Background: an optimization exercise with open tools, aiming at small area and a short achievable clock period. Do not read the settings as production practice.
Function was checked by simulation only, so behaviour that the tests miss may differ from the original.
No activity file was given, so power comes from the tool's default toggle rates.

**flow/config.mk**
```make
export PLATFORM = sky130hd
export DESIGN_NAME = MyFloatAccum
export DESIGN_NICKNAME = MyFloatAccum
export VERILOG_FILES = /design/flow/design.v
export SDC_FILE = /design/flow/constraint.sdc
export NUM_CORES = 4
export LEC_CHECK = 0
export CAP_MARGIN = 20
export CORE_MARGIN = 2
export CORE_UTILIZATION = 40
export SLEW_MARGIN = 20
```
**flow/constraint.sdc**
```tcl
create_clock -name core_clock -period 12.0 [get_ports {clk}]
set_input_delay 2.4000 -clock core_clock [delete_from_list [all_inputs] [get_ports {clk}]]
set_output_delay 2.4000 -clock core_clock [all_outputs]
set_load 0.01 [all_outputs]
```
**flow/design.v**
```verilog
`timescale 1ns / 1ps
module clz #(
             parameter DATA_W = 279,
             parameter OUT_W = 9
             )
  (
   input [DATA_W-1:0]     data_i,
   output reg [OUT_W-1:0] data_o
   );
   localparam BIT_W = $clog2(DATA_W+1);
   integer                         i;
   always @* begin
      data_o = DATA_W[BIT_W-1:0];
      for (i=0; i < DATA_W; i=i+1) begin
         if (data_i[i]) begin
            data_o = (DATA_W[BIT_W-1:0] - i[BIT_W-1:0] - 1);
         end
      end
   end
endmodule
`timescale 1ns / 1ps
module FloatToLargeInteger (
   input [31:0] in_i,
   output reg [278:0] out_o   
);
   wire [  7:0] exponent = in_i[30:23];
   wire [ 23:0] mantissa = {(exponent == 8'h00 ? 1'b0 : 1'b1), in_i[22:0]};
   wire         sign = in_i[31];
   reg  [278:0] temp;
   always @* begin
      temp       = 0;
      temp[23:0] = mantissa;
      out_o      = sign ? -(temp << exponent) : (temp << exponent);
   end
endmodule   
`timescale 1ns / 1ps
/*verilator lint_off WIDTH*/
module MyFloatAccum #(
   parameter DATA_W   = 32,
   parameter STRIDE_W = 16,
   parameter DELAY_W  = 7
) (
   input clk,
   input rst,
   input run,
   input running,
   input [STRIDE_W-1:0] strideMinusOne,
   input [DATA_W-1:0] in0,
   (* versat_latency = 4 *) output reg [31:0] out0,
   input [DELAY_W-1:0] delay0
);
   reg [31:0] delay;
   wire [31:0] delay0_int, stride_int;
   generate
      if (DELAY_W < 32) begin : gen_pad_delay0
         assign delay0_int = {{(32 - DELAY_W) {1'b0}}, delay0};
      end else begin : gen_delay0
         assign delay0_int = delay0;
      end
      if (STRIDE_W < 32) begin : gen_pad_stride
         assign stride_int = {{(32 - STRIDE_W) {1'b0}}, strideMinusOne};
      end else begin : gen_stride
         assign stride_int = strideMinusOne;
      end
   endgenerate
   always @(posedge clk, posedge rst) begin
      if (rst) begin
         delay <= 0;
      end else if (run) begin
         delay <= delay0_int;
      end else if (|delay) begin
         delay <= delay - 1;
      end else begin
         delay <= stride_int;
      end
   end
   wire         doAccum = (delay == 0);
   wire [278:0] in0_decoded;
   reg  [278:0] accum;
   reg          doAccum_2;
   FloatToLargeInteger conv (
      .in_i (in0),
      .out_o(in0_decoded)
   );
   reg [278:0] in0_decoded_reg;
   always @(posedge clk, posedge rst) begin
      if (rst) begin
         doAccum_2       <= 0;
         in0_decoded_reg <= 0;
      end else if (running) begin
         doAccum_2       <= doAccum;
         in0_decoded_reg <= in0_decoded;
      end
   end
   always @(posedge clk, posedge rst) begin
      if (rst) begin
         accum <= 0;
      end else begin
         if (doAccum_2) begin
            accum <= in0_decoded_reg;
         end else if (running) begin
            accum <= in0_decoded_reg + accum;
         end
      end
   end
   wire [8:0] lzc, nlzc;
   wire [278:0] negatedAccum = -accum;
   clz #(
      .DATA_W(279)
   ) count (
      .data_i(accum),
      .data_o(lzc)
   );
   clz #(
      .DATA_W(279)
   ) countNeg (
      .data_i(negatedAccum),
      .data_o(nlzc)
   );
   reg          sign_reg;
   reg  [  7:0] exponent;
   reg  [278:0] accum_reg;
   reg  [278:0] accumNeg_reg;
   wire         sign = accum[278];
   always @(posedge clk, posedge rst) begin
      if (rst) begin
         sign_reg     <= 0;
         accum_reg    <= 0;
         accumNeg_reg <= 0;
         exponent     <= 0;
      end else if (running) begin
         accum_reg    <= accum;
         accumNeg_reg <= negatedAccum;
         sign_reg     <= sign;
         if (lzc == 9'd279) begin
            exponent <= 0;
         end else begin
            if (sign) begin
               exponent <= 8'hff - nlzc[7:0];
            end else begin
               exponent <= 8'hff - lzc[7:0];
            end
         end
      end
   end
   reg        signal_final;
   reg [ 7:0] exponent_final;
   reg [22:0] mantissa_final;
   always @(posedge clk, posedge rst) begin
      if (rst) begin
         signal_final   <= 0;
         exponent_final <= 0;
         mantissa_final <= 0;
      end else if (running) begin
         signal_final   <= sign_reg;
         exponent_final <= exponent;
         if (sign_reg) begin
            mantissa_final <= accumNeg_reg[{1'b0, exponent}+:23];
         end else begin
            mantissa_final <= accum_reg[{1'b0, exponent}+:23];
         end
      end
   end
   assign out0 = {signal_final, exponent_final, mantissa_final};
endmodule
```
**flow/run.sh**
```bash
#!/bin/bash
# synth_recipe.tcl (not shown) runs the flow's synth.tcl, then flattens the netlist and writes it again
# the make line also repeats each setting of config.mk as NAME=value (left out here)
make -C /OpenROAD-flow-scripts/flow DESIGN_CONFIG=/design/flow/config.mk WORK_HOME=/design/flow/orfs CLKGATE_MAP_FILE= SYNTH_SCRIPT=/design/flow/synth_recipe.tcl finish
```
==> run notes <==
[kinds of logic after synthesis]
kind of cell / count (synthesis) / share of synthesized area (%)
xor+xnor: 768 / 6.49
simple gates: 4233 / 18.8
fa+ha+maj: 285 / 3.45
compound gates: 3160 / 18.7
buf+inv: 1109 / 4.12
mux: 1439 / 19.7
flops: 1187 / 28.7
[report_power, final]
part           internal, mW  switching, mW  total, mW
registers              5.62           2.48       8.10
logic                  8.68           13.2       21.9
clock network          2.77           2.02       4.78
[routing by layer]
layer  share of wire (%)  up-vias
li1                    -    44100
met1                  43    49800
met2                  40     5023
met3                  10      938
met4                 6.7        0
met5                   0        -
[per-stage QoR]
stage          hold WS, ns  worst slack, ns  util, %
5_1_grt              0.520             2.20     44.1
2_1_floorplan        0.453            -6.79        -
3_5_place_dp         0.487             1.82     42.1
4_1_cts              0.502             2.66     44.1
6_report             0.503             2.54     44.1
3_3_place_gp         0.480             1.86     42.1
[worst max-delay path: cells and delay by family]
kind / cells / cell delay, ns
and+or+nand+nor: 7 / 3.03
buffers and inverters: 4 / 1.69
xor gates and xnor gates: 1 / 0.08
muxes: 2 / 0.88
AOI/OAI and AO/OA: 5 / 2.03
[cells in the final DEF, fill, tap and decap left out, drive strengths merged, types with 85 or more instances in the layout]
cell type / count
a21oi: 1017
xnor2: 528
o31ai: 92
nor3: 284
nor4: 179
a21o: 187
mux4: 423
nor2: 1275
inv: 237
o21bai: 85
buf: 337
nand3: 221
or3: 94
dfrtp: 1187
or2: 86
nand2: 1454
clkbuf: 197
xor2: 240
mux2i: 421
a31oi: 187
nand2b: 112
ha: 284
o21ai: 847
and3: 106
a211oi: 96
nand4: 112
mux2: 595
[path summary, 6_finish.rpt]
path	endpoint	slack, ns	depth (start not counted)	startpoint
min reg2reg	exponent_final[4]$_DFFE_PP0P_	0.50	1	exponent_final[4]$_DFFE_PP0P_
max	in0_decoded_reg[269]$_DFFE_PP0P_	2.54	19	in0[25]
max in group asynchronous	accum[274]$_DFFE_PP0P_	7.56	5	rst
min	exponent_final[4]$_DFFE_PP0P_	0.50	1	exponent_final[4]$_DFFE_PP0P_
max reg2reg	exponent[7]$_DFFE_PP0P_	2.87	19	accum[39]$_DFFE_PP0P_
min in group asynchronous	mantissa_final[12]$_DFFE_PP0P_	2.02	3	rst
[final cells by class]
type	count	area (um^2)
fill	25300	144000
multi-input combinational	9885	69800
sequential	1187	29700
tap	3384	4230
clock buffer	196	4180
timing repair buffer	422	3600
clock inverter	70	1000
inverter	238	921
antenna	10	25.0
==> run notes <==
routed len/inst 30.7 um; # setup viols final 0; GR peak layer met1; starting DRC count in detailed routing 12800; layout overhead on the synthesized area 9.55%; Std-Cell Core Area about 260000 um^2; Synth async-reset ratio between 90% and 100%; worst hold path type reg -> reg; Post-synth top cells 1453 x nand2_1, 1273 x nor2_1, 1187 x dfrtp_1; cells after synthesis 12200; Mapped Area ~100000 um^2; syn nets 12500; via/cell ratio 6.49; Die Span Y 513 um; largest cells by area after synthesis dfrtp_1 29%, mux4_2 9.2%, mux2_2 6.5%, nand2_1 5.3%, a21oi_1 4.9%; GRT met1 Usage between 40% and 50%; clk sinks 1187; main flop type after synthesis dfrtp_1; DRC 0; Tot Pwr approximately 35 mW; Final Max Tran Viols 0; Pre-Repair DR Iteration Count 8; RSZ-0062 raised after global routing no; I/O pin count between 90 and 100; row count 186; overall routed net length between 400 and 500 mm; hold buffer count at cts 0; Pwr Density 306 nW/um^2; peak supply drop ~0.20 mV; Final Hold Fails 0; period utilisation layout 78.9%; Initial Util 40.3%; first-pass GRT wire length 675 mm; status no timing/DRC/antenna violations; kind of critical path in -> reg; met2 global-route usage ~50%; Final GP Congestion 1.07; post-route cell area 113000 um^2; Final min period 9.46 ns; number of flops mapped to enable cells by yosys 0; total track usage between 30% and 40%; register area share after synthesis 28.7%; clock skew 0.0463 ns; placed cell count 15100; Crit. End Element flip-flop; Vias 99800; type of origin of the critical path primary input; total gr overflow 0; CTS clock-pin slew for the worst setup and hold paths around 0.050 ns; synth unique cells between 100 and 150; initial antenna violation count 12; final net count between 10000 and 15000; max reg flops 558; critical path arrival roughly 10 ns; Yosys warning count 4; Slew HR 17.8%; die footprint 263000 um^2; Slew @ Worst Pin between 1 and 1.5 ns; Critical-path top delay cell or4_1; TNS Setup 0 ns; post-route non-filler standard cell count 15400; layout cells sized above 1 15.0%; htree depth 4; count leader, synth nand2_1; vias in the first global route 93500; Final HPWL DP 371 mm; critical path fanouts, max 25; Root Driver clkbuf_16; placed cell areas 108000 um^2; FMAX about 0.11 GHz; Port Buf Inserts 90; post-CTS setup buffers 0; post_cts resized 0; Longest Clk Path Bufs 3; average size of a mapped cell 8.51 um^2; max-cap viol count 0; standby leakage power 44.8 nW; Clock Latency Late Sink 0.87 ns; die width 513 um; grt met3 use under 10%; Yosys top cell area share 28.7%; CTS tree built; worst path cell trace clkdlybuf4s50_1 -> buf_4 -> inv_1 -> buf_4 -> mux4_2 -> a22oi_2 -> o22ai_2 -> nor2_1 -> nand2_1 -> o41ai_1 -> nand3_1 -> nor3_2 -> nand3_1 -> or4_1 -> or2_1 -> a21o_1 -> o21ai_1 -> xnor2_1 -> mux2_2; largest net degree at the start of global routing 209; cell taking the most area after synthesis dfrtp_1; ANT nets after route 0; Num CTS Buffers 149; CP peak stage delay 0.76 ns; data required time of the critical path 12.71 ns; register bit total from synthesis 1187

## port drivers added, routing unchanged
The flow's constraints put no driver on any port. The routed layout listed below was extracted and timed again, unchanged, in two steps.
Step 1 (the two cells are an assumption about what drives the block):
set clk [get_ports {clk}]
set_driving_cell -lib_cell sky130_fd_sc_hd__clkbuf_16 $clk
set_driving_cell -lib_cell sky130_fd_sc_hd__buf_2 [delete_from_list [all_inputs] $clk]
Step 2 adds t to the input delays and takes it off the output delays; t is the mean of the earliest and latest rising clock arrival at the registers after step 1. Input paths then give back, and output paths get back, about the clock's delay inside the block.
Three values: ideal, step 1, step 2; two values: the first two.
shift t [ns]: 0.954
slack for setup (ns): 2.535 / 2.622 / 1.668
worst hold slack (ns): 0.503 / 0.503 / 0.503
latest minus earliest clock arrival (ns): 0.047 / 0.047
After both steps setup and hold are still met in this run. The setup slack of this run moves by +0.087 ns with the drivers and by -0.867 ns with both steps.
